This is an optimization exercise on Yosys and OpenROAD, whose aim is small area, not a production implementation.
The RTL was checked by simulation tests, not by an equivalence proof against the original design.
Power figures rest on the tool's default switching activity, not on a simulated workload.

<file path="design/flow/design.v">
module LiftController(d_up, d_down, f, p_dir, rfloor, clk, reset);
input  [3:0] d_up;
input  [3:0] d_down;
input  [4:0] f;
output reg [1:0] p_dir;
input  clk, reset;
output reg [2:0] rfloor;
localparam [3:0] S0 = 4'd0, U01 = 4'd1, D01 = 4'd2, S1 = 4'd3, U12 = 4'd4, D12 = 4'd5,
                 S2 = 4'd6, U23 = 4'd7, D23 = 4'd8, S3 = 4'd9, U34 = 4'd10, D34 = 4'd11,
                 S4 = 4'd12, M1 = 4'd13, M2 = 4'd14, M3 = 4'd15;
reg [3:0] pstate, nstate;
reg [1:0] count;
reg       nz;     
reg       pdir;   
reg       rdir;
wire none = ~(|f | |d_up | |d_down);
wire isS0 = pstate == S0, isS1 = pstate == S1, isS2 = pstate == S2, isS3 = pstate == S3,
     isS4 = pstate == S4, isU01 = pstate == U01, isU12 = pstate == U12, isU23 = pstate == U23,
     isU34 = pstate == U34, isD01 = pstate == D01,
     isD12 = pstate == D12, isD23 = pstate == D23, isD34 = pstate == D34,
     isM1 = pstate == M1, isM2 = pstate == M2, isM3 = pstate == M3;
wire isM = isM1 | isM2 | isM3;
wire isSk = isS1 | isS2 | isS3;
wire isU = isU01 | isU12 | isU23 | isU34;
wire isD = isD01 | isD12 | isD23 | isD34;
wire atk = isS1 & (rfloor == 3'd1) | isS2 & (rfloor == 3'd2) | isS3 & (rfloor == 3'd3);
wire mu1 = isM1 & pdir, mu2 = isM2 & pdir, md2 = isM2 & ~pdir, md3 = isM3 & ~pdir;
wire [4:1] ge = {isS0 | atk | isU01 | isU12 | isU23 | mu1 | mu2,
                 isS0 | atk & ~isS3 | isU01 | isU12 | isU23 | mu1 | mu2,
                 isS0 | atk & isS1 | isU01 | isU12 | mu1,
                 isS0 | isU01};
wire [3:0] le = {isS4 | isD34,
                 isS4 | atk & isS3 | isD34 | isD23 | md3,
                 isS4 | atk & ~isS1 | isD34 | isD23 | isD12 | md3 | md2,
                 isS4 | atk | isD34 | isD23 | isD12 | md3 | md2};
wire mv = ~(isS0 | isSk | isS4);
wire [4:1] fu = f[4:1] & ge;
wire [4:1] hu_u = {1'b0, d_up[3:1]} & ge;
wire [4:1] hu_d = d_down[3:0] & ge & {1'b1, {3{~mv}}};
wire [4:1] hu = hu_u | hu_d;
reg [2:0] fu_fl, hu_fl; reg hu_rd;
always @* begin
    casez (fu)
    4'b???1: fu_fl = 3'd1;
    4'b??10: fu_fl = 3'd2;
    4'b?100: fu_fl = 3'd3;
    default: fu_fl = 3'd4;
    endcase
    casez (hu)
    4'b???1: begin hu_fl = 3'd1; hu_rd = hu_u[1]; end
    4'b??10: begin hu_fl = 3'd2; hu_rd = hu_u[2]; end
    4'b?100: begin hu_fl = 3'd3; hu_rd = hu_u[3]; end
    default: begin hu_fl = 3'd4; hu_rd = 1'b0; end
    endcase
end
wire fu_hit = |fu;
wire hu_hit = |hu;
wire hfirst = (isS1 & rdir) | (isS2 & ~rdir);
wire s1q = isS1 & ~rdir;
wire hu_en = ~(s1q & |f[4:1]);
wire use_h = hu_en & hu_hit & (hfirst | ~fu_hit);
wire u_hit = fu_hit | (hu_en & hu_hit);
wire [2:0] u_fl = use_h ? hu_fl : fu_fl;
wire u_rd = use_h ? hu_rd : 1'b1;
wire u_pd = ~s1q | use_h;
wire [3:0] fd = f[3:0] & le;
wire [3:0] hd_u = d_up[3:0] & le & {{3{~mv}}, 1'b1};
wire [3:0] hd_d = {d_down[2:0], 1'b0} & le;
wire [3:0] hd = hd_u | hd_d;
reg [2:0] fd_fl, hd_fl; reg hd_rd;
always @* begin
    casez (fd)
    4'b1???: fd_fl = 3'd3;
    4'b01??: fd_fl = 3'd2;
    4'b001?: fd_fl = 3'd1;
    default: fd_fl = 3'd0;
    endcase
    casez (hd)
    4'b1???: begin hd_fl = 3'd3; hd_rd = hd_u[3]; end
    4'b01??: begin hd_fl = 3'd2; hd_rd = hd_u[2]; end
    4'b001?: begin hd_fl = 3'd1; hd_rd = hd_u[1]; end
    default: begin hd_fl = 3'd0; hd_rd = hd_u[0] & ~(isS1 & rdir); end
    endcase
end
wire fd_hit = |fd;
wire d_hit = fd_hit | |hd;
wire [2:0] d_fl = fd_hit ? fd_fl : hd_fl;
wire d_rd = ~fd_hit & hd_rd;
wire sel_u = u_hit & ~(atk & ~rdir & d_hit);
wire sel_d = d_hit & ~(atk & rdir & u_hit);
wire [2:0] rf = sel_u ? u_fl : sel_d ? d_fl : rfloor;
wire rd = sel_u ? u_rd : sel_d ? d_rd : rdir;
wire go0 = (u_hit | rfloor != 3'd0) & ~none;
wire go4 = (d_hit | rfloor != 3'd4) & ~none;
wire gok = (~atk | sel_u | sel_d) & ~none;
wire pd = isU | isS0 & (u_hit | rfloor != 3'd0) | pdir & ~isD &
          ~(isS4 & d_hit) & ~(isSk & sel_d) | isSk & sel_u & u_pd;
wire c2 = count == 2'd2;
wire [1:0] cnt = (isU | isD) ? (c2 ? 2'd0 : count + 2'd1) : count;
wire arrive = f[1] & (isU01 | isD12) | f[2] & (isU12 | isD23) | f[3] & (isU23 | isD34) |
              d_up[1] & isU01 | d_up[2] & isU12 | d_up[3] & isU23 |
              d_down[0] & isD12 | d_down[1] & isD23 | d_down[2] & isD34 | isU34 | isD01;
wire z = (isS0 | isS4 | isSk) ? ~(isS0 & go0 | isS4 & go4 | isSk & gok) :
         isM ? 1'b0 : (nz | ~c2 & arrive);
reg [3:0] ns;
always @* begin
    case (pstate)
    S0:  ns = go0 ? U01 : S0;
    S1:  ns = gok ? (pd ? U12 : D01) : S1;
    S2:  ns = gok ? (pd ? U23 : D12) : S2;
    S3:  ns = gok ? (pd ? U34 : D23) : S3;
    S4:  ns = go4 ? D34 : S4;
    U01: ns = c2 ? (nz ? S1 : M1) : U01;
    U12: ns = c2 ? (nz ? S2 : M2) : U12;
    U23: ns = c2 ? (nz ? S3 : M3) : U23;
    U34: ns = c2 ? S4 : U34;
    D01: ns = c2 ? S0 : D01;
    D12: ns = c2 ? (nz ? S1 : M1) : D12;
    D23: ns = c2 ? (nz ? S2 : M2) : D23;
    D34: ns = c2 ? (nz ? S3 : M3) : D34;
    M1:  ns = pdir ? U12 : D01;
    M2:  ns = pdir ? U23 : D12;
    default: ns = pdir ? U34 : D23;
    endcase
end
always @(posedge clk) begin
    if (reset) begin
        pstate <= S0; nstate <= S0; count <= 2'd0; nz <= 1'b1;
        pdir <= 1'b1; rdir <= 1'b0; rfloor <= 3'd0; p_dir <= 2'b00;
    end else begin
        pstate <= nstate;
        nstate <= ns; rfloor <= rf; rdir <= rd; count <= cnt; nz <= z; pdir <= pd;
        p_dir <= none ? 2'b00 : {pd, ~pd};
    end
end
endmodule
</file>
<file path="design/flow/run.sh">
#!/bin/bash
# synth_recipe.tcl (not shown) runs the flow's synth.tcl, then flattens the netlist and writes it again
# the make line also repeats each setting of config.mk as NAME=value (left out here)
make -C /OpenROAD-flow-scripts/flow DESIGN_CONFIG=/design/flow/config.mk WORK_HOME=/design/flow/orfs CLKGATE_MAP_FILE= SYNTH_SCRIPT=/design/flow/synth_recipe.tcl finish
</file>
<file path="design/flow/config.mk">
export PLATFORM = sky130hd
export DESIGN_NAME = LiftController
export DESIGN_NICKNAME = LiftController
export VERILOG_FILES = /design/flow/design.v
export SDC_FILE = /design/flow/constraint.sdc
export NUM_CORES = 4
export LEC_CHECK = 0
export ABC_AREA = 1
export CAP_MARGIN = 20
export CORE_MARGIN = 2
export CORE_UTILIZATION = 40
export SLEW_MARGIN = 20
</file>
<file path="design/flow/constraint.sdc">
create_clock -name core_clock -period 5.0 [get_ports {clk}]
set_input_delay 1.0000 -clock core_clock [delete_from_list [all_inputs] [get_ports {clk}]]
set_output_delay 1.0000 -clock core_clock [all_outputs]
set_load 0.01 [all_outputs]
</file>
==> results.py, run 1 <==
metrics = {
    "run_status": {
        "outcome": "timing/DRC/antenna clean",
    },
    "finish": {
        "layout_common_cells": "79 x nand2_1, 55 x inv_1, 38 x nor2_1, 21 x nand3_1, 19 x clkdlybuf4s50_1",
        "finalNonFillerCells": 401,
        "utilization": 0.489,
        "final_net_count": 366,
        "antenna_cells": 0,
        "drive_gt1_frac": 0.135,
        "area_delta_synth_final_pct": 15.4,
        "layout_commonest_cell": "nand2_1",
        "n_fill_cell": 503,
        "final_area_mm2": 0.00216,
    },
    "clock_network": {
        "cts_tree": "yes",
        "path_clk_slew_ps": 60,
        "holdBufCountCts": 0,
        "clockRootBuffer": "clkbuf_8",
        "cts_sinks": 18,
        "htreeDepth": 1,
        "cts_resized": 0,
        "clk_path_buf_depth": 2,
        "postCtsSetupBuffers": 0,
        "numCtsBuffers": 3,
        "clk_latency_ps": 250,
    },
    "detailed_routing": {
        "firstDrtPassIters": 5,
        "routed_wl_um": 5770,
        "wl_per_cell_um": 14.4,
        "drt_iter0_drc": 172,
        "drc": 0,
        "via_per_inst": 5.42,
        "vias": 2175,
        "postRouteAntennaNets": 0,
    },
    "timing": {
        "finalCritPeriodShare": 0.571,
        "worstMarginPinSlew_ps": 482,
        "setup_tns_ps": 0,
        "whs_ps": 407,
        "final-hold-violation-count": 0,
        "timing.fmax_mhz": 350,
        "setup_ws_ps": 2150,
        "slew_headroom": 0.676,
        "finalSetupViolations": 0,
        "drv_slew": 0,
        "rsz0062_at_grt": "false",
        "finClkSkew_ps": 2.70,
        "fin_crit_ps": 2850,
    },
    "placement": {
        "place_inst": 398,
        "pre_cts_ws_ps": 1910,
        "post_dp_cell_area_mm2": 0.00212,
        "dp_hpwl_um": 4860,
        "routabilityCongestion": 1.00,
        "io_buffers": 19,
    },
    "flow_run": {
        "cap_violations": 0,
    },
    "setup_path": {
        "worstSetupPathType": "primary input to flip-flop",
        "cp_data_required_time_ps": 5150,
        "path_cells": "clkdlybuf4s50_1 > inv_1 > nor2_1 > inv_1 > nand2_1 > nand3b_1 > inv_1 > nand2_4 > nand2_4 > inv_2 > nand3_2 > nand3_1 > nand2_1 > nand2_1 > nand3_1 > nand2_1 > inv_1",
        "reg2reg_from": "pstate[0]",
        "r2r_slack_ps": 2370,
        "reg2reg_depth": 21,
        "crit_buf_inv": 6,
        "cp_slowest_stage_delay_ps": 550,
        "critPathMaxFanout": 7,
        "start_kind": "primary input",
        "crit_arrival_ps": 3000,
        "cp_top_family": "simple AND/OR/NAND/NOR gates",
        "critPathCaptureType": "flip-flop",
        "critPathSlowestCell": "clkdlybuf4s50_1",
        "r2r-end": "nstate[1]",
    },
    "synth": {
        "synthXorXnorAreaFrac": 0,
        "yosys.area_share.simple": 0.523,
        "yosysSeqAreaShare": 0.193,
        "ys_seq_elements": 18,
        "synth_top_family_by_area": "simple AND/OR/NAND/NOR gates",
        "synth.distinct_cells": 31,
        "yosys_warnings": 1,
        "muxShareOfSynthArea": 0,
        "synth_compound_gate_area_share": 0.155,
        "syn_nets": 344,
        "avgSynthCellArea_um2": 5.68,
        "synth_fa_ha_area_frac": 0,
        "postSynthCellCount": 329,
        "syn-cell-area_mm2": 0.00187,
    },
    "grt": {
        "grt_pass1_vias": 2082,
        "track_usage": 0.232,
        "antenna_found_initial": 0,
        "grt_pass1_wl_um": 9720,
        "globalRouteOverflowTotal": 0,
        "grt_max_degree": 13,
    },
    "power": {
        "p_per_area_mw_per_mm2": 157,
        "vdd_drop_max_v": 0.000211,
        "p_leak_nw": 1.13,
        "power_mw": 0.339,
    },
    "floorplanning": {
        "die_area_mm2": 0.00524,
        "die_x_um": 72.4,
        "fp.dieH_um": 72.4,
        "io_pins": 20,
        "num_rows": 24,
        "start_util": 0.423,
        "coreArea_mm2": 0.00441,
    },
    "min_path": {
        "min_to": "pstate[2]",
        "hold_class": "flip-flop to flip-flop",
        "hp-start": "nstate[2]",
        "min_path_cells": 2,
    },
}
## layout make-up
type / instances / area [um2] / share of cell area
Clock buffer: 3 / 41.3 / 0.0191
Inverter: 62 / 233 / 0.108
Sequential cell: 18 / 360 / 0.167
Tap cell: 52 / 65.1 / 0.0302
Timing Repair Buffer: 19 / 190 / 0.0882
Multi-Input combinational cell: 247 / 1270 / 0.588
## state kept, by name, indices dropped and copies added (netlist names)
register  count
nz            1
rfloor        3
rdir          1
nstate        4
count         2
pstate        4
pdir          1
p_dir         2
## power by group
part | internal (mW) | switching [mW]
clock | 0.0534 | 0.0427
combinational | 0.0341 | 0.0494
sequential | 0.151 | 0.00816
## logic make-up after synthesis
kind of cell	count (synthesis)
AOI/OAI and AO/OA	50
DFF	18
and+or+nand+nor	197
buffers and inverters	64
## worst min-delay path: cells and delay by family (launching register included)
family	cells	cell delay, ps
buffers and inverters	1	40
flip-flops	1	290
AND/OR/NAND/NOR	1	30
## metal layers
| metal | track usage | share of wire |
|---|---|---|
| met5 | 0 | 0 |
| met2 | 0.390 | 0.46 |
| met3 | 0.0361 | 0.049 |
| met1 | 0.309 | 0.46 |
| met4 | 0.0629 | 0.027 |
## cell usage after synthesis (all sizes together)
cell     count  area (um2)
nand4        7        43.8
nand2       98         435
nand3       25         153
buf          1        5.00
a31oi        3        18.8
clkbuf       1        3.75
nor3         8        40.0
o22ai        4        25.0
nor4         5        31.3
o211ai       3        22.5
a21oi       19        98.9
nor2        51         254
o21ai       16        80.1
and3         1        6.26
a41oi        1        8.76
o2111ai      1        8.76
nand3b       2        15.0
o32ai        1        8.76
o211a        1        10.0
dfxtp       18         360
a22oi        1        7.51
inv         62         233
## worst max-delay path by stage
stage,end,slack (ps),start,depth (start not counted)
2_1_floorplan,nstate[1],2710,d_down[0],16
3_3_place_gp,nstate[1],1930,f[1],17
3_5_place_dp,nstate[1],1910,f[1],17
4_1_cts,nstate[1],2170,f[1],17
5_1_grt,nstate[1],1880,f[1],17
6_report,nstate[1],2150,f[1],17
==> run 2, diff against run 1 <==
--- a/design/flow/design.v
+++ b/design/flow/design.v
@@ -4,8 +4,6 @@
 input  [4:0] f;
-output reg [1:0] p_dir;
+output [1:0] p_dir;
 input  clk, reset;
 output reg [2:0] rfloor;
-localparam [3:0] S0 = 4'd0, U01 = 4'd1, D01 = 4'd2, S1 = 4'd3, U12 = 4'd4, D12 = 4'd5,
-                 S2 = 4'd6, U23 = 4'd7, D23 = 4'd8, S3 = 4'd9, U34 = 4'd10, D34 = 4'd11,
-                 S4 = 4'd12, M1 = 4'd13, M2 = 4'd14, M3 = 4'd15;
+localparam [3:0] S0 = 4'd15, U01 = 4'd11, D01 = 4'd0, S1 = 4'd7, U12 = 4'd13, D12 = 4'd14, S2 = 4'd9, U23 = 4'd6, D23 = 4'd2, S3 = 4'd1, U34 = 4'd10, D34 = 4'd8, S4 = 4'd4, M1 = 4'd3, M2 = 4'd12, M3 = 4'd5;
 reg [3:0] pstate, nstate;
@@ -15,2 +13,4 @@
 reg       rdir;
+reg       idle;   
+assign p_dir = {pdir & ~idle, ~(pdir | idle)};
 wire none = ~(|f | |d_up | |d_down);
@@ -128,3 +128,3 @@
         pstate <= S0; nstate <= S0; count <= 2'd0; nz <= 1'b1;
-        pdir <= 1'b1; rdir <= 1'b0; rfloor <= 3'd0; p_dir <= 2'b00;
+        pdir <= 1'b1; rdir <= 1'b0; rfloor <= 3'd0; idle <= 1'b1;
     end else begin
@@ -132,3 +132,3 @@
         nstate <= ns; rfloor <= rf; rdir <= rd; count <= cnt; nz <= z; pdir <= pd;
-        p_dir <= none ? 2'b00 : {pd, ~pd};
+        idle <= none;
     end
--- a/design/flow/config.mk
+++ b/design/flow/config.mk
@@ -11,2 +11,3 @@
 export CORE_UTILIZATION = 40
+export CTS_BUF_LIST = sky130_fd_sc_hd__clkbuf_2 sky130_fd_sc_hd__clkbuf_4
 export SLEW_MARGIN = 20
==> run 2 against run 1 <==
Global-route usage grew 0.17 points; sequential power grew 3%; synthesized cell count shrank 4.3%; sequential share of layout area grew 0.38 points; sequential cell count shrank 1; largest power group is now combinational logic; highest routed layer unchanged; wire length shrank 4.1%; combinational power grew 100%; clock-buffer cell count is the same; die area shrank 7.8%; largest cell class unchanged; fmax grew 0.20%; critical path type unchanged.
==> results.py, run 2 <==
metrics = {
    "min_path": {
        "hold_class": "flip-flop to flip-flop",
    },
    "finish": {
        "final_net_count": 353,
        "reg_top3": "nstate: 4 flops, pstate: 4 flops, rfloor: 3 flops",
        "antenna_cells": 0,
        "layout_common_cells": "93 x nand2_1, 33 x inv_1, 33 x nor2_1, 28 x nand3_1, 22 x a21oi_1",
        "drive_gt1_frac": 0.104,
        "area_delta_synth_final_pct": 16.1,
        "final_area_mm2": 0.00199,
        "n_fill_cell": 449,
        "layout_commonest_cell": "nand2_1",
    },
    "floorplanning": {
        "io_pins": 20,
        "start_util": 0.423,
        "fp.dieH_um": 69.5,
        "coreArea_mm2": 0.00406,
        "die_area_mm2": 0.00483,
        "num_rows": 23,
        "die_x_um": 69.5,
    },
    "grt": {
        "grt_pass1_vias": 1899,
        "antenna_found_initial": 0,
        "track_usage": 0.234,
        "globalRouteOverflowTotal": 0,
        "grt_pass1_wl_um": 9160,
        "grt_max_degree": 11,
    },
    "power": {
        "p_leak_nw": 1.01,
        "p_per_area_mw_per_mm2": 204,
        "vdd_drop_max_v": 0.000160,
    },
    "detailed_routing": {
        "highest_layer": "met4",
        "wl_met1_um": 2640,
        "wl_per_cell_um": 14.3,
        "route.met2.wl_um": 2560,
        "firstDrtPassIters": 5,
        "drt_iter0_drc": 190,
        "drc": 0,
        "wl_met3_um": 279,
        "routed_wl_um": 5530,
        "vias": 2140,
        "via_per_inst": 5.53,
        "postRouteAntennaNets": 0,
    },
    "placement": {
        "post_dp_cell_area_mm2": 0.00196,
        "io_buffers": 19,
        "pre_cts_ws_ps": 1880,
        "routabilityCongestion": 0.949,
        "dp_hpwl_um": 4600,
    },
    "setup_path": {
        "worstSetupPathType": "primary input to flip-flop",
        "critPathMaxFanout": 5,
        "crit_arrival_ps": 3020,
        "cp_slowest_stage_delay_ps": 410,
        "path_cells": "clkdlybuf4s50_1 > inv_1 > nor2_1 > nand2_1 > o21ai_2 > a21oi_2 > nand2_1 > nand2_1 > nand3_1 > a21oi_1 > nand3_1 > o21ai_1 > nand3_1",
        "critPathSlowestCell": "clkdlybuf4s50_1",
        "start_kind": "primary input",
        "critPathCaptureType": "flip-flop",
        "cp_data_required_time_ps": 5170,
    },
    "synth": {
        "syn_nets": 330,
        "yosys_warnings": 1,
        "yosysSeqAreaShare": 0.198,
        "ys_seq_elements": 17,
        "ys_async_sr_fraction": 0,
        "synth_largest_area_cell": "nand2_1",
        "synthTopCellsByArea": "nand2_1 20%, dfxtp_1 20%, nand3_1 8.2%",
        "synth.distinct_cells": 32,
        "yosys_most_used_dff": "dfxtp_1",
        "avgSynthCellArea_um2": 5.45,
        "syn-cell-area_mm2": 0.00172,
        "synth.top_cells.by_count": "93 x nand2_1, 33 x inv_1, 33 x nor2_1",
        "yosysMostFrequentCell": "nand2_1",
        "synth_edf_count": 0,
        "postSynthCellCount": 315,
        "yosysTopAreaCellShare": 0.204,
    },
    "flow_run": {
        "cap_violations": 0,
    },
    "clock_network": {
        "clk_latency_ps": 290,
        "cts_tree": "yes",
        "cts_sinks": 17,
        "clk_path_buf_depth": 2,
        "numCtsBuffers": 3,
        "path_clk_slew_ps": 90,
        "postCtsSetupBuffers": 0,
        "cts_resized": 0,
        "holdBufCountCts": 0,
        "clockRootBuffer": "clkbuf_4",
        "htreeDepth": 1,
    },
    "timing": {
        "finClkSkew_ps": 0.673,
        "setup_tns_ps": 0,
        "setup_ws_ps": 2150,
        "drv_slew": 0,
        "finalSetupViolations": 0,
        "finalCritPeriodShare": 0.570,
        "fin_crit_ps": 2850,
        "rsz0062_at_grt": "false",
        "final-hold-violation-count": 0,
        "slew_headroom": 0.724,
        "worstMarginPinSlew_ps": 412,
        "timing.fmax_mhz": 351,
    },
    "run_status": {
        "outcome": "timing/DRC/antenna clean",
    },
}
==> run 2: cell count changes after synthesis, moves of 3 or more <==
cell     previous run  this run
nor2_1             38        33
nand3_1            21        28
nand3_2             3         0
nand2_2            15         5
nand2_1            79        93
nor2_4              6         2
a21oi_1            18        22
nand2_4             4         0
o22ai_1             4         0
inv_1              55        33
or2_2               0         5
nor2_2              7         3
inv_2               7        14
==> run 2: cell type report <==
type | count | area (um2) | area share
tap | 50 | 62.6 | 0.0314
timing repair buffer | 19 | 190 | 0.0955
clock inverter | 1 | 5.00 | 0.00251
multi-input combinational | 249 | 1190 | 0.598
inverter | 48 | 180 | 0.0905
clock buffer | 3 | 22.5 | 0.0113
sequential | 17 | 340 | 0.171
==> run 2: through the flow <==
stage / power (mW) / cells / utilization / hold WS [ps]
after CTS: 0.408 / 387 / 0.491 / 425
after global routing: 0.439 / 387 / 0.491 / 437
final: 0.407 / 387 / 0.491 / 417
after global placement: 0.339 / 383 / 0.484 / 391
after floorplan: 0.278 / 315 / - / 389
after detailed placement: 0.336 / 383 / 0.484 / 394
==> run 2: worst max-delay path: cells and delay by family <==
| kind | cells | cell delay (ps) |
|---|---|---|
| buffers and inverters | 2 | 560 |
| AO/OA/AOI/OAI | 4 | 680 |
| AND/OR/NAND/NOR | 7 | 790 |
==> run 2: worst paths after layout <==
path             start         to  slack, ps  cells after the start
max          d_down[0]  nstate[0]       2150                     13
min          nstate[1]  pstate[1]        420                      1
max reg2reg  pstate[3]  nstate[3]       2260                     19
min reg2reg  nstate[1]  pstate[1]        420                      1
==> run 2: kinds of logic (layout without fill, tap and decap cells) <==
logic type | Yosys count | in the layout | synth area share
AO/OA/AOI/OAI | 59 | 59 | 0.205
buffers and inverters | 49 | 71 | 0.107
flip-flops | 17 | 17 | 0.198
AND/OR/NAND/NOR | 190 | 190 | 0.489
==> run 2: report_power, final <==
| group | internal (mW) | switching [mW] | leakage, nW |
|---|---|---|---|
| sequential | 0.150 | 0.0151 | 0.141 |
| combinational | 0.0634 | 0.107 | 0.849 |
| clock | 0.0297 | 0.0412 | 0.0177 |
| total | 0.243 | 0.164 | 1.01 |
==> run 2: routing by layer <==
layer,track usage,up-vias
met5,0,-
met4,0.0370,0
met3,0.0305,6
met2,0.390,75
met1,0.328,971
li1,-,1088
==> run 3, diff against run 2 <==
==> design/flow/flow/run.sh (new file) <==
#!/bin/bash
# Standard synthesis, then a stronger area re-optimisation of its combinational logic
# (every flip-flop kept as it is), then the standard layout with small port buffers.
set -euo pipefail
R=orfs/results/${FLOW_PLATFORM}/LiftController/base
YOSYS=$FLOW_HOME/../tools/install/yosys/bin/yosys
[[ -x $YOSYS ]] || YOSYS=yosys
LIB=$FLOW_HOME/platforms/${FLOW_PLATFORM}/lib/sky130_fd_sc_hd__tt_025C_1v80.lib

bash standard.sh synth > synth.log 2>&1
cp $R/1_2_yosys.v std_yosys.v

REOPT_LIB=$LIB REOPT_DONTUSE=flow/dontuse.txt REOPT_IN=std_yosys.v REOPT_SCRIPT=flow/deep.abc \
REOPT_OUT=reopt.v REOPT_STAT=reopt_stat.txt $YOSYS -c flow/reopt.tcl > reopt.log 2>&1

cp reopt.v $R/1_2_yosys.v
rm -f $R/1_synth.odb $R/1_synth.sdc
bash standard.sh synth > synth_odb.log 2>&1

BUFFER_PORTS_ARGS="-buffer_cell sky130_fd_sc_hd__buf_1" bash standard.sh > layout.log 2>&1
==> design/flow/flow/LiftController (new file) <==
==> design/flow/flow/deep.abc (new file) <==
strash
&get -n
&deepsyn -T 20
&put
dch -f
amap
==> design/flow/flow/dontuse.txt (new file) <==
-dont_use sky130_fd_sc_hd__lpflow_bleeder_1 -dont_use sky130_fd_sc_hd__lpflow_clkbufkapwr_1 -dont_use sky130_fd_sc_hd__lpflow_clkbufkapwr_16 -dont_use sky130_fd_sc_hd__lpflow_clkbufkapwr_2 -dont_use sky130_fd_sc_hd__lpflow_clkbufkapwr_4 -dont_use sky130_fd_sc_hd__lpflow_clkbufkapwr_8 -dont_use sky130_fd_sc_hd__lpflow_clkinvkapwr_1 -dont_use sky130_fd_sc_hd__lpflow_clkinvkapwr_16 -dont_use sky130_fd_sc_hd__lpflow_clkinvkapwr_2 -dont_use sky130_fd_sc_hd__lpflow_clkinvkapwr_4 -dont_use sky130_fd_sc_hd__lpflow_clkinvkapwr_8 -dont_use sky130_fd_sc_hd__lpflow_decapkapwr_12 -dont_use sky130_fd_sc_hd__lpflow_decapkapwr_3 -dont_use sky130_fd_sc_hd__lpflow_decapkapwr_4 -dont_use sky130_fd_sc_hd__lpflow_decapkapwr_6 -dont_use sky130_fd_sc_hd__lpflow_decapkapwr_8 -dont_use sky130_fd_sc_hd__lpflow_inputiso0n_1 -dont_use sky130_fd_sc_hd__lpflow_inputiso0p_1 -dont_use sky130_fd_sc_hd__lpflow_inputiso1n_1 -dont_use sky130_fd_sc_hd__lpflow_inputiso1p_1 -dont_use sky130_fd_sc_hd__lpflow_inputisolatch_1 -dont_use sky130_fd_sc_hd__lpflow_isobufsrc_1 -dont_use sky130_fd_sc_hd__lpflow_isobufsrc_16 -dont_use sky130_fd_sc_hd__lpflow_isobufsrc_2 -dont_use sky130_fd_sc_hd__lpflow_isobufsrc_4 -dont_use sky130_fd_sc_hd__lpflow_isobufsrc_8 -dont_use sky130_fd_sc_hd__lpflow_isobufsrckapwr_16 -dont_use sky130_fd_sc_hd__lpflow_lsbuf_lh_hl_isowell_tap_1 -dont_use sky130_fd_sc_hd__lpflow_lsbuf_lh_hl_isowell_tap_2 -dont_use sky130_fd_sc_hd__lpflow_lsbuf_lh_hl_isowell_tap_4 -dont_use sky130_fd_sc_hd__lpflow_lsbuf_lh_isowell_4 -dont_use sky130_fd_sc_hd__lpflow_lsbuf_lh_isowell_tap_1 -dont_use sky130_fd_sc_hd__lpflow_lsbuf_lh_isowell_tap_2 -dont_use sky130_fd_sc_hd__lpflow_lsbuf_lh_isowell_tap_4 -dont_use sky130_fd_sc_hd__probe_p_8 -dont_use sky130_fd_sc_hd__probec_p_8 
==> design/flow/flow/reopt.tcl (new file) <==
# Re-optimise the combinational logic of the standard synthesis netlist, keeping every
# flip-flop instance (name, cell type, connections to its own nets) as it is.
set lib $::env(REOPT_LIB)
set dont_use [split [string trim [read [open $::env(REOPT_DONTUSE)]]]]
yosys read_liberty -ignore_miss_func $lib
yosys read_verilog $::env(REOPT_IN)
yosys hierarchy -top LiftController
yosys setattr -mod -set keep_hierarchy 1 sky130_fd_sc_hd__dfxtp_1
yosys flatten
yosys rename -hide w:*.*
yosys opt_clean -purge
yosys techmap
yosys opt -fast
yosys abc -script $::env(REOPT_SCRIPT) -liberty $lib {*}$dont_use
yosys opt_clean -purge
yosys hilomap -singleton -hicell sky130_fd_sc_hd__conb_1 HI -locell sky130_fd_sc_hd__conb_1 LO
yosys splitnets
yosys insbuf -buf sky130_fd_sc_hd__buf_4 A X
yosys opt_clean -purge
yosys blackbox sky130_fd_sc_hd__dfxtp_1
yosys tee -o $::env(REOPT_STAT) stat -liberty $lib
yosys select LiftController
yosys write_verilog -noattr -nohex -nodec -selected $::env(REOPT_OUT)
==> design/flow/standard.sh (new file) <==
#!/bin/bash
# synth_recipe.tcl (not shown) runs the flow's synth.tcl, then flattens the netlist and writes it again
# the make line also repeats each setting of config.mk as NAME=value (left out here)
make -C /OpenROAD-flow-scripts/flow DESIGN_CONFIG=/design/flow/config.mk WORK_HOME=/design/flow/orfs CLKGATE_MAP_FILE= SYNTH_SCRIPT=/design/flow/synth_recipe.tcl "${@:-finish}"
removed: design/flow/run.sh
==> run 3 against run 2 <==
Synthesized cell count decreased by 28%; non-clock buffer count increased by 5; sequential cell count unchanged; largest power group is now sequential cells.
==> results.py, run 3 <==
metrics = {
    "timing": {
        "drv_slew": 0,
        "final-hold-violation-count": 0,
        "worstMarginPinSlew_ps": 615,
        "whs_ps": 423,
        "timing.fmax_mhz": 225,
        "finalCritPeriodShare": 0.887,
        "finClkSkew_ps": 7.28,
        "finalSetupViolations": 0,
        "setup_tns_ps": 0,
        "slew_headroom": 0.584,
        "rsz0062_at_grt": "false",
        "fin_crit_ps": 4440,
    },
    "finish": {
        "area_delta_synth_final_pct": 13.8,
        "reg_top3": "nstate: 4 flops, pstate: 4 flops, rfloor: 3 flops",
        "final_net_count": 272,
        "drive_gt1_frac": 0.0391,
        "n_fill_cell": 379,
        "final_area_mm2": 0.00161,
        "layout_common_cells": "61 x nor2_1, 33 x clkinv_1, 19 x buf_1, 16 x dfxtp_1, 15 x o21ai_0",
        "antenna_cells": 0,
        "layout_commonest_cell": "nor2_1",
    },
    "detailed_routing": {
        "wl_per_cell_um": 15.2,
        "drt_iter0_drc": 180,
        "postRouteAntennaNets": 0,
        "vias": 1729,
        "routed_wl_um": 4590,
        "firstDrtPassIters": 4,
        "via_per_inst": 5.73,
        "drc": 0,
    },
    "flow_run": {
        "cap_violations": 0,
    },
    "placement": {
        "dp_hpwl_um": 3550,
        "routabilityCongestion": 0.958,
        "post_dp_cell_area_mm2": 0.00158,
        "io_buffers": 19,
    },
    "setup_path": {
        "cp_slowest_stage_delay_ps": 460,
        "start_kind": "flip-flop",
        "critPathCaptureType": "flip-flop",
        "critPathSlowestCell": "dfxtp_2",
        "critPathMaxFanout": 11,
        "path_common_cell": "nor2_1",
        "worstSetupPathType": "flip-flop to flip-flop",
        "path_cells": "clkinv_1 > nor2_1 > clkinv_1 > nor2_1 > nor2_1 > nor2_1 > a2111oi_0 > buf_4 > or3_1 > nor3_1 > or2_0 > o41ai_1 > a211oi_1 > or2_0 > o21ai_0 > or2_0 > o21ai_1 > nor2_1 > or3_1 > a21oi_1 > or3_1",
        "reg2reg_depth": 21,
        "crit_arrival_ps": 4680,
        "cp_data_required_time_ps": 5240,
    },
    "grt": {
        "grt_max_degree": 15,
        "gr-usage-met3": 0.0518,
        "track_usage": 0.239,
        "grt_util_met1": 0.319,
        "grt_pass1_vias": 1607,
        "antenna_found_initial": 0,
        "grt_pass1_wl_um": 7580,
        "globalRouteOverflowTotal": 0,
        "busiest_layer": "met2",
        "grt_use_met2": 0.387,
    },
    "floorplanning": {
        "die_x_um": 63.4,
        "io_pins": 20,
        "coreArea_mm2": 0.00336,
        "start_util": 0.420,
        "fp.dieH_um": 63.4,
        "num_rows": 21,
        "die_area_mm2": 0.00402,
    },
    "power": {
        "p_leak_nw": 0.533,
        "p_per_area_mw_per_mm2": 244,
        "power_mw": 0.392,
        "vdd_drop_max_v": 0.000134,
    },
    "run_status": {
        "outcome": "timing/DRC/antenna clean",
    },
    "clock_network": {
        "cts_sinks": 17,
        "htreeDepth": 1,
        "clk_latency_ps": 290,
        "path_clk_slew_ps": 110,
        "holdBufCountCts": 0,
        "postCtsSetupBuffers": 0,
        "numCtsBuffers": 3,
        "clk_path_buf_depth": 2,
        "cts_tree": "yes",
        "clockRootBuffer": "clkbuf_4",
    },
    "synth": {
        "avgSynthCellArea_um2": 6.19,
        "syn_nets": 243,
        "postSynthCellCount": 228,
        "yosys_warnings": 1,
        "syn-cell-area_mm2": 0.00141,
    },
    "min_path": {
        "hold_class": "flip-flop to flip-flop",
        "min_path_cells": 1,
    },
}
[run 3: timing repair]
action | 4_1_cts | 5_1_grt
resized for setup | 0 | 2
endpoints found under the setup margin | 0 | 5
endpoints found under the hold margin | 0 | 0
[run 3: path summary, 6_finish.rpt]
| check | to | startpoint | slack [ps] |
|---|---|---|---|
| min reg2reg | pstate[3] | nstate[3] | 420 |
| max reg2reg | nstate[0] | pstate[2] | 560 |
| min | pstate[3] | nstate[3] | 420 |
| max | nstate[0] | pstate[2] | 560 |
[run 3: critical path, delay by kind of cell (launching register included)]
kind | cells | cell delay, ps
AO/OA/AOI/OAI | 6 | 830
buffers and inverters | 3 | 650
AND/OR/NAND/NOR | 12 | 2440
flip-flops | 1 | 460
[run 3: area by class of cell]
cell class | count | area [um2] | area share
Multi-Input combinational cell | 178 | 947 | 0.590
Sequential cell | 17 | 342 | 0.213
Inverter | 33 | 124 | 0.0771
Timing Repair Buffer | 24 | 109 | 0.0678
Tap cell | 46 | 57.6 | 0.0358
Clock buffer | 3 | 22.5 | 0.0140
Clock inverter | 1 | 5.00 | 0.00312
[run 3: layer usage]
layer | vias up | routed length (um)
met5 | - | 0
met4 | 0 | 73
met3 | 7 | 314
met2 | 70 | 2130
met1 | 781 | 2070
li1 | 871 | -
[run 3: per-stage QoR]
stage / setup WS, ps / util / cells
3_5_place_dp: 473 / 0.469 / 298
6_report: 564 / 0.478 / 302
4_1_cts: 380 / 0.477 / 302
2_1_floorplan: 920 / - / 228
5_1_grt: 70.1 / 0.478 / 302
3_3_place_gp: 494 / 0.469 / 298
[run 3: where the power goes]
part           switching (mW)  internal [mW]  leakage, nW  total [mW]
clock                  0.0455         0.0297       0.0177      0.0753
combinational          0.0995         0.0532        0.376       0.153
sequential             0.0125          0.151        0.140       0.164
total                   0.158          0.234        0.533       0.392
==> run 4, diff against run 3 <==
--- a/design/flow/design.v
+++ b/design/flow/design.v
@@ -7,3 +7,5 @@
 output reg [2:0] rfloor;
-localparam [3:0] S0 = 4'd15, U01 = 4'd11, D01 = 4'd0, S1 = 4'd7, U12 = 4'd13, D12 = 4'd14, S2 = 4'd9, U23 = 4'd6, D23 = 4'd2, S3 = 4'd1, U34 = 4'd10, D34 = 4'd8, S4 = 4'd4, M1 = 4'd3, M2 = 4'd12, M3 = 4'd5;
+localparam [3:0] S0 = 4'd0, U01 = 4'd1, D01 = 4'd2, S1 = 4'd3, U12 = 4'd4, D12 = 4'd5,
+                 S2 = 4'd6, U23 = 4'd7, D23 = 4'd8, S3 = 4'd9, U34 = 4'd10, D34 = 4'd11,
+                 S4 = 4'd12, M1 = 4'd13, M2 = 4'd14, M3 = 4'd15;
 reg [3:0] pstate, nstate;
--- a/design/flow/flow/run.sh
+++ b/design/flow/flow/run.sh
@@ -12,8 +12,21 @@
 
-REOPT_LIB=$LIB REOPT_DONTUSE=flow/dontuse.txt REOPT_IN=std_yosys.v REOPT_SCRIPT=flow/deep.abc \
-REOPT_OUT=reopt.v REOPT_STAT=reopt_stat.txt $YOSYS -c flow/reopt.tcl > reopt.log 2>&1
-
-cp reopt.v $R/1_2_yosys.v
-rm -f $R/1_synth.odb $R/1_synth.sdc
-bash standard.sh synth > synth_odb.log 2>&1
+# several seeds of the same re-optimisation in parallel; keep the smallest
+for s in 1 2 3 4; do
+  sed "s/@SEED@/$s/" flow/deep.abc > deep_$s.abc
+  REOPT_LIB=$LIB REOPT_DONTUSE=flow/dontuse.txt REOPT_IN=std_yosys.v REOPT_SCRIPT=deep_$s.abc \
+  REOPT_OUT=reopt_$s.v REOPT_STAT=reopt_stat_$s.txt $YOSYS -c flow/reopt.tcl > reopt_$s.log 2>&1 &
+done
+wait
+best=""; barea=""
+for s in 1 2 3 4; do
+  a=$(grep -i "chip area" reopt_stat_$s.txt | awk '{print $NF}') || continue
+  [[ -n "$a" ]] || continue
+  if [[ -z "$barea" ]] || awk "BEGIN{exit !($a < $barea)}"; then best=$s; barea=$a; fi
+done
+echo "seed $best area $barea" > reopt_choice.txt
+if [[ -n "$best" ]]; then
+  cp reopt_$best.v $R/1_2_yosys.v
+  rm -f $R/1_synth.odb $R/1_synth.sdc
+  bash standard.sh synth > synth_odb.log 2>&1
+fi
 
==> design/flow/flow/deep.abc (replaced) <==
strash
&get -n
&deepsyn -T 40 -S @SEED@
&put
dch -f
amap
--- a/design/flow/config.mk
+++ b/design/flow/config.mk
@@ -12,2 +12,3 @@
 export CTS_BUF_LIST = sky130_fd_sc_hd__clkbuf_2 sky130_fd_sc_hd__clkbuf_4
+export GPL_TIMING_DRIVEN = 0
 export SLEW_MARGIN = 20
removed: design/flow/flow/LiftController
==> run 4 against run 3 <==
Clock skew fell by 2.0 ps; cell count shrank 7.3%; utilization is 1.5 points higher; critical path type unchanged.
==> results.py, run 4 <==
metrics = {
    "finish": {
        "antenna_cells": 0,
        "area_delta_synth_final_pct": 16.0,
        "layout_common_cells": "42 x nor2_1, 32 x clkinv_1, 20 x o21ai_0, 19 x buf_1, 17 x dfxtp_1",
        "layout_commonest_cell": "nor2_1",
        "final_net_count": 252,
        "final_area_mm2": 0.00152,
        "n_fill_cell": 336,
        "reg_top3": "nstate: 4 flops, pstate: 4 flops, rfloor: 3 flops",
        "drive_gt1_frac": 0.0508,
        "finalNonFillerCells": 280,
    },
    "clock_network": {
        "cts_tree": "yes",
        "holdBufCountCts": 0,
        "numCtsBuffers": 3,
        "htreeDepth": 1,
        "clockRootBuffer": "clkbuf_4",
        "clk_path_buf_depth": 2,
        "cts_sinks": 17,
        "clk_latency_ps": 310,
        "path_clk_slew_ps": 100,
    },
    "min_path": {
        "hold_class": "flip-flop to flip-flop",
        "min_path_cells": 1,
        "hp-start": "nstate[3]",
        "min_to": "pstate[3]",
    },
    "setup_path": {
        "reg2reg_depth": 20,
        "critPathMaxFanout": 9,
        "r2r-end": "nstate[1]",
        "crit_arrival_ps": 4760,
        "crit_start": "pstate[1]",
        "worstSetupPathType": "flip-flop to flip-flop",
        "reg2reg_from": "pstate[1]",
        "r2r_slack_ps": 450,
        "start_kind": "flip-flop",
        "cp_data_required_time_ps": 5210,
        "critPathCaptureType": "flip-flop",
    },
    "timing": {
        "finalCritPeriodShare": 0.910,
        "final-hold-violation-count": 0,
        "timing.fmax_mhz": 220,
        "setup_tns_ps": 0,
        "finClkSkew_ps": 5.24,
        "drv_slew": 0,
        "slew_headroom": 0.533,
        "finalSetupViolations": 0,
        "fin_crit_ps": 4550,
        "whs_ps": 457,
        "worstMarginPinSlew_ps": 699,
    },
    "placement": {
        "routabilityCongestion": 0.985,
        "dp_hpwl_um": 3120,
        "io_buffers": 19,
        "place_inst": 270,
        "post_dp_cell_area_mm2": 0.00144,
    },
    "power": {
        "p_per_area_mw_per_mm2": 188,
        "p_leak_nw": 0.499,
        "vdd_drop_max_v": 0.000127,
    },
    "floorplanning": {
        "coreArea_mm2": 0.00308,
        "die_area_mm2": 0.00374,
        "io_pins": 20,
        "fp.dieH_um": 61.2,
        "num_rows": 20,
        "start_util": 0.425,
        "die_x_um": 61.2,
    },
    "synth": {
        "avgSynthCellArea_um2": 6.32,
        "postSynthCellCount": 207,
        "syn_nets": 222,
        "yosys_warnings": 1,
        "syn-cell-area_mm2": 0.00131,
    },
    "detailed_routing": {
        "wl_per_cell_um": 15.0,
        "routed_wl_um": 4190,
        "postRouteAntennaNets": 0,
        "via_per_inst": 5.78,
        "firstDrtPassIters": 4,
        "vias": 1617,
        "drt_iter0_drc": 94,
        "drc": 0,
    },
    "grt": {
        "grt_max_degree": 16,
        "antenna_found_initial": 0,
        "track_usage": 0.235,
        "globalRouteOverflowTotal": 0,
        "grt_pass1_vias": 1395,
        "grt_pass1_wl_um": 6600,
    },
    "run_status": {
        "outcome": "timing/DRC/antenna clean",
    },
    "flow_run": {
        "cap_violations": 0,
    },
}
## run 4: worst max-delay path, cell delays in order (launching register included)
cell and delay [ps]:
dfxtp_1 510, clkinvlp_4 250, nor2_1 250, clkinv_1 220, nor2_1 240, clkinv_1 120
a21oi_1 140, o311ai_0 220, o211ai_1 280, clkinv_1 140, nor4_1 350, nand2b_1 190
nor2b_1 70, nand4_1 150, clkinv_1 150, o22ai_1 280, o221ai_1 230, nor2b_1 210
clkinv_1 90, a31oi_1 80, a211oi_1 270
## run 4: worst max-delay path by stage
| stage | end | slack, ps | cells past startpoint |
|---|---|---|---|
| 6_report | nstate[1] | 450 | 20 |
| 5_1_grt | nstate[1] | -20 | 20 |
| 4_1_cts | nstate[1] | 430 | 20 |
| 3_5_place_dp | nstate[1] | 550 | 20 |
| 3_3_place_gp | nstate[1] | 280 | 15 |
| 2_1_floorplan | nstate[1] | 1580 | 20 |
## run 4: layout make-up
| type | instances | area, um2 | area share |
|---|---|---|---|
| Clock buffer | 3 | 22.5 | 0.0149 |
| Tap cell | 44 | 55.1 | 0.0363 |
| Timing Repair Buffer | 25 | 116 | 0.0767 |
| Multi-Input combinational cell | 157 | 850 | 0.560 |
| Sequential cell | 17 | 340 | 0.224 |
| Clock inverter | 1 | 5.00 | 0.00330 |
| Inverter | 33 | 128 | 0.0842 |
## run 4: layer usage
metal	GRT usage	wire (um)	part of all wire
met1	0.329	1870	0.45
met2	0.378	1970	0.47
met3	0.0420	280	0.067
met4	0.0528	71	0.017
met5	0	0	0
## run 4: where the power goes
part	total [mW]	internal (mW)	switching [mW]	leakage, nW
combinational	0.0586	0.0199	0.0387	0.342
clock	0.0783	0.0299	0.0484	0.0177
sequential	0.148	0.142	0.00568	0.140
total	0.285	0.192	0.0927	0.499
## run 4: repair_timing
action                     in CTS  in global routing
setup endpoints to repair       0                  4
gates resized for setup         0                  1
setup buffers                   0                  6
## run 4: stage by stage
step,setup slack (ps),total power [mW],util
floorplan,1580,0.185,-
global placement,279,0.207,0.466
detailed placement,547,0.207,0.468
CTS,426,0.280,0.477
global route,-18.6,0.299,0.493
finish,449,0.285,0.493
==> run 5, diff against run 4 <==
==> design/flow/design.v (replaced) <==
module LiftController(d_up, d_down, f, p_dir, rfloor, clk, reset);
input  [3:0] d_up;
input  [3:0] d_down;
input  [4:0] f;
output [1:0] p_dir;
input  clk, reset;
output reg [2:0] rfloor;
localparam [3:0] S0 = 4'b0000;
reg [3:0] pstate, nstate;
reg [1:0] count;
reg       nz;     
reg       pdn;    
wire      pdir = ~pdn;
reg       rdir;
reg       busy;   
wire      idle = ~busy;
assign p_dir = {pdir & ~idle, ~(pdir | idle)};
wire none = ~(|f | |d_up | |d_down);
wire [1:0] g = pstate[3:2] ^ 2'b10;
wire [1:0] i = pstate[1:0];
wire i0 = (i == 2'd0), i1 = (i == 2'd1), i3 = (i == 2'd3);
wire isU  = (g == 2'd0);
wire isD  = (g == 2'd1);
wire isS  = (g == 2'd2);           
wire isS0 = isS & i0;
wire isSk = isS & ~i0;             
wire isS1 = isS & i1;
wire isS2 = isS & (i == 2'd2);
wire isS4 = (g == 2'd3) & i0;
wire isM  = (g == 2'd3) & ~i0;
wire mv   = ~g[1] | isM;
wire atk  = isSk & (rfloor == {1'b0, i});
wire upen = isU & ~i3 | isS0 | atk | isM & pdir & ~i3;
wire [4:1] ge = {upen, upen & (i != 2'd3), upen & ~i[1], upen & i0};
wire dnen = isD & ~i0 | isS4 | atk | isM & ~pdir & ~i1;
wire [3:0] lt = {1'b0, i3, i[1], ~i0};            
wire [3:0] le = isS4 ? 4'b1111 : {4{dnen}} & (isD ? (lt | (4'b0001 << i)) : lt);
wire [4:1] fu = f[4:1] & ge;
wire [4:1] hu_u = {1'b0, d_up[3:1]} & ge;
wire [4:1] hu_d = d_down[3:0] & ge & {1'b1, {3{~mv}}};
wire [4:1] hu = hu_u | hu_d;
reg [2:0] fu_fl, hu_fl; reg hu_rd;
always @* begin
    casez (fu)
    4'b???1: fu_fl = 3'd1;
    4'b??10: fu_fl = 3'd2;
    4'b?100: fu_fl = 3'd3;
    default: fu_fl = 3'd4;
    endcase
    casez (hu)
    4'b???1: begin hu_fl = 3'd1; hu_rd = hu_u[1]; end
    4'b??10: begin hu_fl = 3'd2; hu_rd = hu_u[2]; end
    4'b?100: begin hu_fl = 3'd3; hu_rd = hu_u[3]; end
    default: begin hu_fl = 3'd4; hu_rd = 1'b0; end
    endcase
end
wire fu_hit = |fu;
wire hu_hit = |hu;
wire hfirst = (isS1 & rdir) | (isS2 & ~rdir);
wire s1q = isS1 & ~rdir;
wire hu_en = ~(s1q & |f[4:1]);
wire use_h = hu_en & hu_hit & (hfirst | ~fu_hit);
wire u_hit = fu_hit | (hu_en & hu_hit);
wire [2:0] u_fl = use_h ? hu_fl : fu_fl;
wire u_rd = use_h ? hu_rd : 1'b1;
wire u_pd = ~s1q | use_h;
wire [3:0] fd = f[3:0] & le;
wire [3:0] hd_u = d_up[3:0] & le & {{3{~mv}}, 1'b1};
wire [3:0] hd_d = {d_down[2:0], 1'b0} & le;
wire [3:0] hd = hd_u | hd_d;
reg [2:0] fd_fl, hd_fl; reg hd_rd;
always @* begin
    casez (fd)
    4'b1???: fd_fl = 3'd3;
    4'b01??: fd_fl = 3'd2;
    4'b001?: fd_fl = 3'd1;
    default: fd_fl = 3'd0;
    endcase
    casez (hd)
    4'b1???: begin hd_fl = 3'd3; hd_rd = hd_u[3]; end
    4'b01??: begin hd_fl = 3'd2; hd_rd = hd_u[2]; end
    4'b001?: begin hd_fl = 3'd1; hd_rd = hd_u[1]; end
    default: begin hd_fl = 3'd0; hd_rd = hd_u[0] & ~(isS1 & rdir); end
    endcase
end
wire fd_hit = |fd;
wire d_hit = fd_hit | |hd;
wire [2:0] d_fl = fd_hit ? fd_fl : hd_fl;
wire d_rd = ~fd_hit & hd_rd;
wire sel_u = u_hit & ~(atk & ~rdir & d_hit);
wire sel_d = d_hit & ~(atk & rdir & u_hit);
wire [2:0] rf = sel_u ? u_fl : sel_d ? d_fl : rfloor;
wire rd = sel_u ? u_rd : sel_d ? d_rd : rdir;
wire go = ~none & (isS0 & (u_hit | rfloor != 3'd0) | isS4 & (d_hit | rfloor != 3'd4) |
                   isSk & (~atk | sel_u | sel_d));
wire pd = isU | isS0 & (u_hit | rfloor != 3'd0) | pdir & ~isD &
          ~(isS4 & d_hit) & ~(isSk & sel_d) | isSk & sel_u & u_pd;
wire c2 = count == 2'd2;
wire [1:0] cnt = ~g[1] ? (c2 ? 2'd0 : count + 2'd1) : count;
wire [3:0] tgt = 4'b0001 << (isU ? i + 2'd1 : i);    
wire arrive = isU & (i3 | |(tgt[3:1] & (f[3:1] | d_up[3:1]))) |
              isD & (i0 | |(tgt[3:1] & (f[3:1] | d_down[2:0])));
wire z = g[1] ? (~isM & ~go) : (nz | ~c2 & arrive);
wire leave = isM | go;
wire up = isS0 | ~isS4 & (isM ? pdir : pd);
wire [3:0] ns0 = ~g[1] ? (c2 ? (isU ? {1'b1, ~nz | i3, i + 2'd1} : {1'b1, ~nz & ~i0, i}) : {g, i})
                       : (leave ? (up ? {2'b00, i} : {2'b01, i - 2'd1}) : {g, i});
wire [3:0] ns = ns0 ^ 4'b1000;
always @(posedge clk) begin
    rdir <= rd; nz <= z;
    if (reset) begin
        pstate <= S0; nstate <= S0; count <= 2'd0;
        pdn <= 1'b0; rfloor <= 3'd0; busy <= 1'b0;
    end else begin
        pstate <= nstate;
        nstate <= ns; rfloor <= rf; count <= cnt; pdn <= ~pd;
        busy <= ~none;
    end
end
endmodule
==> design/flow/flow/deep.abc (replaced) <==
strash
&get -n
&deepsyn -T 60 -S @SEED@
&put
dch -f
amap
==> run 5 against run 4 <==
The flow now stops in netlist read-in after synthesis.
==> results.py, run 5 <==
metrics = {
    "run_status": {
        "stop_stage": "netlist read-in after synthesis",
        "error": "[ERROR STA-0171] /design/flow/orfs/results/sky130hd/LiftController/base/1_2_yosys.v line 201, syntax error",
        "outcome": "stopped before the end",
    },
    "synth": {
        "yosys_warnings": 1,
    },
}
==> run 6, diff against run 5 <==
--- a/design/flow/design.v
+++ b/design/flow/design.v
@@ -7,3 +7,3 @@
 output reg [2:0] rfloor;
-localparam [3:0] S0 = 4'b0000;
+localparam [3:0] S0 = 4'b1000;
 reg [3:0] pstate, nstate;
@@ -11,10 +11,8 @@
 reg       nz;     
-reg       pdn;    
-wire      pdir = ~pdn;
+reg       pdir;   
 reg       rdir;
-reg       busy;   
-wire      idle = ~busy;
+reg       idle;   
 assign p_dir = {pdir & ~idle, ~(pdir | idle)};
 wire none = ~(|f | |d_up | |d_down);
-wire [1:0] g = pstate[3:2] ^ 2'b10;
+wire [1:0] g = pstate[3:2];
 wire [1:0] i = pstate[1:0];
@@ -105,14 +103,12 @@
 wire up = isS0 | ~isS4 & (isM ? pdir : pd);
-wire [3:0] ns0 = ~g[1] ? (c2 ? (isU ? {1'b1, ~nz | i3, i + 2'd1} : {1'b1, ~nz & ~i0, i}) : {g, i})
-                       : (leave ? (up ? {2'b00, i} : {2'b01, i - 2'd1}) : {g, i});
-wire [3:0] ns = ns0 ^ 4'b1000;
+wire [3:0] ns = ~g[1] ? (c2 ? (isU ? {1'b1, ~nz | i3, i + 2'd1} : {1'b1, ~nz & ~i0, i}) : pstate)
+                       : (leave ? (up ? {2'b00, i} : {2'b01, i - 2'd1}) : pstate);
 always @(posedge clk) begin
-    rdir <= rd; nz <= z;
     if (reset) begin
-        pstate <= S0; nstate <= S0; count <= 2'd0;
-        pdn <= 1'b0; rfloor <= 3'd0; busy <= 1'b0;
+        pstate <= S0; nstate <= S0; count <= 2'd0; nz <= 1'b1;
+        pdir <= 1'b1; rdir <= 1'b0; rfloor <= 3'd0; idle <= 1'b1;
     end else begin
         pstate <= nstate;
-        nstate <= ns; rfloor <= rf; count <= cnt; pdn <= ~pd;
-        busy <= ~none;
+        nstate <= ns; rfloor <= rf; rdir <= rd; count <= cnt; nz <= z; pdir <= pd;
+        idle <= none;
     end
==> design/flow/flow/deep.abc (replaced) <==
strash
&get -n
&deepsyn -T 60 -S @SEED@
&put
dch -f
amap -m -F 4 -A 10 -C 1000
--- a/design/flow/flow/reopt.tcl
+++ b/design/flow/flow/reopt.tcl
@@ -7,3 +7,3 @@
 yosys hierarchy -top LiftController
-yosys setattr -mod -set keep_hierarchy 1 sky130_fd_sc_hd__dfxtp_1
+yosys setattr -mod -set keep_hierarchy 1 sky130_fd_sc_hd__*df* sky130_fd_sc_hd__*dl*
 yosys flatten
@@ -19,3 +19,3 @@
 yosys opt_clean -purge
-yosys blackbox sky130_fd_sc_hd__dfxtp_1
+yosys blackbox sky130_fd_sc_hd__*df* sky130_fd_sc_hd__*dl*
 yosys tee -o $::env(REOPT_STAT) stat -liberty $lib
--- a/design/flow/config.mk
+++ b/design/flow/config.mk
@@ -9,5 +9,5 @@
 export CAP_MARGIN = 20
-export CORE_MARGIN = 2
-export CORE_UTILIZATION = 40
+export CORE_AREA = 2.3 2.72 77.74 76.16
 export CTS_BUF_LIST = sky130_fd_sc_hd__clkbuf_2 sky130_fd_sc_hd__clkbuf_4
+export DIE_AREA = 0 0 80 80
 export GPL_TIMING_DRIVEN = 0
==> run 6 against run 5 <==
The run now finishes clean.
==> results.py, run 6 <==
metrics = {
    "run_status": {
        "outcome": "timing/DRC/antenna clean",
    },
    "power": {
        "swShare": 0.350,
        "power_mw": 0.317,
        "p_per_area_mw_per_mm2": 233,
        "cellInternalPower_mw": 0.206,
        "seqPwrFrac": 0.491,
        "clkPwrFrac": 0.228,
        "switching_power_mw": 0.111,
        "p_leak_nw": 0.443,
        "vdd_drop_max_v": 0.000103,
        "p_comb_frac": 0.281,
    },
    "clock_network": {
        "path_clk_slew_ps": 100,
        "numCtsBuffers": 3,
        "cts_tree": "yes",
        "cts_sinks": 17,
        "htreeDepth": 1,
        "clockRootBuffer": "clkbuf_4",
        "holdBufCountCts": 0,
        "cts_resized": 0,
        "clk_path_buf_depth": 2,
        "clk_latency_ps": 290,
        "postCtsSetupBuffers": 0,
    },
    "timing": {
        "finalSetupViolations": 0,
        "setup_ws_ps": 965,
        "final-hold-violation-count": 0,
        "worstMarginPinSlew_ps": 691,
        "setup_tns_ps": 0,
        "slew_headroom": 0.533,
        "rsz0062_at_grt": "false",
        "drv_slew": 0,
        "finClkSkew_ps": 3.89,
        "fin_crit_ps": 4040,
        "finalCritPeriodShare": 0.807,
        "timing.fmax_mhz": 248,
    },
    "grt": {
        "grt_max_degree": 13,
        "grt_pass1_wl_um": 5840,
        "grt_use_met2": 0.167,
        "busiest_layer": "met2",
        "grt_pass1_vias": 1277,
        "globalRouteOverflowTotal": 0,
        "gr-usage-met3": 0.0339,
        "antenna_found_initial": 0,
        "track_usage": 0.113,
        "grt_util_met1": 0.158,
    },
    "setup_path": {
        "start_kind": "flip-flop",
        "cp_top_family": "compound AO/OA/AOI/OAI gates",
        "cp_data_required_time_ps": 5160,
        "worstSetupPathType": "flip-flop to flip-flop",
        "path_common_cell": "o21ai_0",
        "critPathSlowestCell": "dfxtp_1",
        "r2r-end": "nstate[1]",
        "r2r_slack_ps": 960,
        "critPathMaxFanout": 12,
        "reg2reg_from": "pstate[1]",
        "critPathCaptureType": "flip-flop",
        "reg2reg_depth": 15,
        "path_cells": "clkinv_1 > nor2_1 > clkinv_1 > a31oi_1 > o2111ai_1 > a32oi_1 > clkinv_1 > o21ai_0 > o221ai_1 > o21ai_0 > a21oi_1 > o21ai_0 > nor2_1 > o21ai_0 > a21oi_1",
        "crit_arrival_ps": 4200,
        "crit_buf_inv": 3,
        "cp_slowest_stage_delay_ps": 600,
    },
    "placement": {
        "routabilityCongestion": 0.906,
        "place_inst": 268,
        "dp_hpwl_um": 2750,
        "io_buffers": 19,
        "pre_cts_ws_ps": 1060,
    },
    "finish": {
        "area_delta_synth_final_pct": 16.1,
        "utilization": 0.245,
        "layout_common_cells": "41 x nor2_1, 24 x clkinv_1, 19 x buf_1, 17 x dfxtp_1, 13 x o21ai_0",
        "finalNonFillerCells": 272,
        "layout_commonest_cell": "nor2_1",
        "multi_input_area_um2": 739,
        "reg_top3": "nstate: 4 flops, pstate: 4 flops, rfloor: 3 flops",
        "final_net_count": 216,
        "antenna_cells": 0,
        "seqCellArea_um2": 340,
        "n_fill_cell": 644,
        "drive_gt1_frac": 0.0200,
    },
    "floorplanning": {
        "start_util": 0.211,
        "fp.dieH_um": 80,
        "coreArea_mm2": 0.00554,
        "die_x_um": 80,
        "io_pins": 20,
        "num_rows": 27,
        "die_area_mm2": 0.00640,
    },
    "detailed_routing": {
        "drt_iter0_drc": 138,
        "firstDrtPassIters": 4,
        "wl_per_cell_um": 12.6,
        "vias": 1391,
        "via_per_inst": 5.11,
        "postRouteAntennaNets": 0,
        "routed_wl_um": 3430,
        "drc": 0,
    },
    "synth": {
        "postSynthCellCount": 177,
        "yosys_warnings": 1,
        "syn-cell-area_mm2": 0.00117,
        "avgSynthCellArea_um2": 6.61,
        "syn_nets": 192,
    },
    "min_path": {
        "min_to": "pstate[3]",
        "hp-start": "nstate[3]",
        "hold_class": "flip-flop to flip-flop",
        "min_path_cells": 1,
    },
    "flow_run": {
        "cap_violations": 0,
    },
}
## run 6: power groups by stage
stage / logic, mW / registers [mW] / clock network [mW]
floorplan: 0.0599 / 0.157 / 0
CTS: 0.0879 / 0.156 / 0.0749
finish: 0.0891 / 0.156 / 0.0721
global route: 0.101 / 0.158 / 0.0839
detailed placement: 0.0873 / 0.159 / 0
global placement: 0.0889 / 0.159 / 0
## run 6: worst reg2reg max path, delay by kind of cell, from the launching register on
family / cells / cell delay [ps]
DFF: 1 / 600
and+or+nand+nor: 2 / 490
AOI/OAI and AO/OA: 10 / 2170
buffers and inverters: 3 / 660
## run 6: final cells by class
type                    count  share of cell area
clock buffers               3              0.0166
clock inverters             1             0.00368
well taps                  72              0.0663
multi-input cells         136               0.544
inverters                  24              0.0663
flip-flops and latches     17               0.250
repair buffers             19              0.0525
## run 6: per-stage QoR
stage / cell area (um2) / hold slack (ps)
2_1_floorplan: 1170 / 391
3_3_place_gp: 1330 / 397
3_5_place_dp: 1330 / 404
4_1_cts: 1360 / 442
5_1_grt: 1360 / 450
6_report: 1360 / 436
## run 6: how the worst max path moves through the flow
stage / startpoint / end / slack [ps] / cells past startpoint
after global placement: pstate[1] / nstate[1] / 1020 / 15
after detailed placement: pstate[1] / nstate[1] / 1060 / 15
after global routing: pstate[1] / nstate[1] / 610 / 17
final: pstate[1] / nstate[1] / 960 / 15
after CTS: pstate[1] / nstate[1] / 1050 / 15
after floorplan: d_down[1] / nstate[1] / 1920 / 15
## run 6: per-layer routing
metal,share of wire,routed length [um],vias up
li1,-,-,693
met1,0.46,1560,619
met2,0.43,1480,65
met3,0.089,306,14
met4,0.023,80,0
met5,0,0,-
==> run 7, diff against run 6 <==
--- a/design/flow/design.v
+++ b/design/flow/design.v
@@ -30,5 +30,5 @@
 wire atk  = isSk & (rfloor == {1'b0, i});
-wire upen = isU & ~i3 | isS0 | atk | isM & pdir & ~i3;
+wire upen = (isU | isM) & ~i3 | isS;
 wire [4:1] ge = {upen, upen & (i != 2'd3), upen & ~i[1], upen & i0};
-wire dnen = isD & ~i0 | isS4 | atk | isM & ~pdir & ~i1;
+wire dnen = isD & ~i0 | isS4 | isSk | isM & ~i1;
 wire [3:0] lt = {1'b0, i3, i[1], ~i0};            
@@ -87,4 +87,6 @@
 wire d_rd = ~fd_hit & hd_rd;
-wire sel_u = u_hit & ~(atk & ~rdir & d_hit);
-wire sel_d = d_hit & ~(atk & rdir & u_hit);
+wire u_ok = ~(isSk & ~atk) & ~(isM & ~pdir);
+wire d_ok = ~(isSk & ~atk) & ~(isM & pdir);
+wire sel_u = u_hit & u_ok & ~(atk & ~rdir & d_hit);
+wire sel_d = d_hit & d_ok & ~(atk & rdir & u_hit);
 wire [2:0] rf = sel_u ? u_fl : sel_d ? d_fl : rfloor;
==> run 7 against run 6 <==
Setup slack better by 120 ps; still clean on timing, DRC and antenna; wire length up 4.7%; die area unchanged; sequential cell count unchanged; clock-buffer cell count unchanged; largest power group unchanged.
==> results.py, run 7 <==
metrics = {
    "timing": {
        "finalSetupViolations": 0,
        "rsz0062_at_grt": "false",
        "fin_crit_ps": 3910,
        "timing.fmax_mhz": 256,
        "drv_slew": 0,
        "setup_tns_ps": 0,
        "finClkSkew_ps": 1.12,
        "worstMarginPinSlew_ps": 563,
        "finalCritPeriodShare": 0.783,
        "slew_headroom": 0.625,
        "setup_ws_ps": 1090,
        "final-hold-violation-count": 0,
    },
    "power": {
        "swShare": 0.334,
        "cellInternalPower_mw": 0.202,
        "p_leak_nw": 0.467,
        "vdd_drop_max_v": 0.0000696,
        "clkPwrFrac": 0.247,
        "switching_power_mw": 0.101,
        "p_per_area_mw_per_mm2": 222,
        "seqPwrFrac": 0.508,
        "p_comb_frac": 0.244,
        "power_mw": 0.304,
    },
    "floorplanning": {
        "die_x_um": 80,
        "coreArea_mm2": 0.00554,
        "fp.dieH_um": 80,
        "num_rows": 27,
        "start_util": 0.213,
        "die_area_mm2": 0.00640,
        "io_pins": 20,
    },
    "clock_network": {
        "postCtsSetupBuffers": 0,
        "clockRootBuffer": "clkbuf_4",
        "cts_tree": "yes",
        "holdBufCountCts": 0,
        "cts_resized": 0,
        "clk_latency_ps": 300,
        "clk_path_buf_depth": 2,
        "htreeDepth": 1,
        "path_clk_slew_ps": 100,
        "cts_sinks": 17,
        "numCtsBuffers": 3,
    },
    "finish": {
        "reg_top3": "nstate: 4 flops, pstate: 4 flops, rfloor: 3 flops",
        "final_area_mm2": 0.00137,
        "layout_commonest_cell": "nor2_1",
        "layout_common_cells": "34 x nor2_1, 23 x clkinv_1, 20 x o21ai_0, 19 x buf_1, 17 x dfxtp_1",
        "n_fill_cell": 643,
        "drive_gt1_frac": 0.0200,
        "final_net_count": 216,
        "antenna_cells": 0,
        "area_delta_synth_final_pct": 16.0,
    },
    "min_path": {
        "hold_class": "flip-flop to flip-flop",
    },
    "placement": {
        "dp_hpwl_um": 2820,
        "routabilityCongestion": 0.961,
        "post_dp_cell_area_mm2": 0.00134,
        "pre_cts_ws_ps": 1190,
        "io_buffers": 19,
    },
    "flow_run": {
        "cap_violations": 0,
    },
    "grt": {
        "antenna_found_initial": 0,
        "grt_pass1_wl_um": 5990,
        "grt_pass1_vias": 1296,
        "grt_max_degree": 14,
        "globalRouteOverflowTotal": 0,
        "track_usage": 0.118,
    },
    "synth": {
        "postSynthCellCount": 177,
        "syn-cell-area_mm2": 0.00118,
        "yosys_warnings": 1,
        "avgSynthCellArea_um2": 6.66,
        "syn_nets": 192,
    },
    "setup_path": {
        "crit_arrival_ps": 4130,
        "path_common_cell": "o21ai_0",
        "cp_top_family": "compound AO/OA/AOI/OAI gates",
        "crit_buf_inv": 3,
        "cp_data_required_time_ps": 5220,
        "worstSetupPathType": "flip-flop to flip-flop",
        "critPathCaptureType": "flip-flop",
        "cp_slowest_stage_delay_ps": 490,
        "path_cells": "clkinv_1 > nor2_1 > clkinv_1 > nand2_1 > o21ai_0 > nor2_1 > or3_1 > nor2_1 > a221oi_1 > o22ai_1 > a31oi_1 > clkinv_1 > nand2_1 > o21ai_0 > o21ai_0 > o21a_1 > or2_0 > o21ai_0 > a211oi_1",
        "critPathMaxFanout": 12,
        "critPathSlowestCell": "dfxtp_1",
        "start_kind": "flip-flop",
    },
    "detailed_routing": {
        "routed_wl_um": 3590,
        "vias": 1401,
        "drt_iter0_drc": 69,
        "postRouteAntennaNets": 0,
        "via_per_inst": 5.15,
        "drc": 0,
        "firstDrtPassIters": 4,
        "wl_per_cell_um": 13.2,
    },
    "run_status": {
        "outcome": "timing/DRC/antenna clean",
    },
}
## run 7: through the flow
step           instances  utilization  hold WS [ps]
2_1_floorplan        177            -           391
3_3_place_gp         268        0.242           394
3_5_place_dp         268        0.242           412
4_1_cts              272        0.247           425
5_1_grt              272        0.247           445
6_report             272        0.247           427
## run 7: layout make-up
type / count / area, um2 / share of cell area
Clock inverter: 1 / 5.00 / 0.00366
Timing Repair Buffer: 19 / 71.3 / 0.0522
Clock buffer: 3 / 22.5 / 0.0165
Multi-Input combinational cell: 137 / 752 / 0.550
Sequential cell: 17 / 340 / 0.249
Tap cell: 72 / 90.1 / 0.0659
Inverter: 23 / 86.3 / 0.0631
## run 7: path summary, 6_finish.rpt
| path | start | endpoint | slack (ps) | cells past startpoint |
|---|---|---|---|---|
| max | pstate[1] | nstate[1] | 1090 | 19 |
| max reg2reg | pstate[1] | nstate[1] | 1090 | 19 |
| min | nstate[3] | pstate[3] | 430 | 1 |
| min reg2reg | nstate[3] | pstate[3] | 430 | 1 |
## run 7: layer usage
metal  track usage  vias up  wire, um
met3        0.0124       13       260
met4        0.0610        0       119
li1              -      697         -
met2         0.173       60      1470
met1         0.167      631      1740
met5             0        -         0
## run 7: power groups by stage
stage	Clock (mW)	Combinational [mW]	Sequential, mW
global route	0.0851	0.0825	0.156
CTS	0.0765	0.0736	0.154
finish	0.0751	0.0743	0.154
detailed placement	0	0.0734	0.157
global placement	0	0.0735	0.157
floorplan	0	0.0482	0.156

-- re-timing with driven ports --
Ports are ideal in the flow. The routed layouts listed here were re-timed in OpenROAD. Step 1 assumes that a clkbuf_16 drives the clock port and a buf_2 every other input. Step 2, shift: input delay + t, output delay - t, t = (earliest + latest rising clock arrival at the registers) / 2. This alone moves slack from input paths to output paths. a / b / c = no drivers / after step 1 / after step 2; a / b = the first two.
run | t, ns | slack for setup (ns)
run 1 | 0.267 | 2.147 / 2.147 / 1.880
run 2 | 0.305 | 2.152 / 2.142 / 1.837
run 3 | 0.313 | 0.564 / 0.564 / 0.564
run 4 | 0.325 | 0.449 / 0.449 / 0.449
run 6 | 0.309 | 0.965 / 0.965 / 0.965
run 7 | 0.318 | 1.087 / 1.087 / 1.087
After both steps every run listed still meets setup and hold.
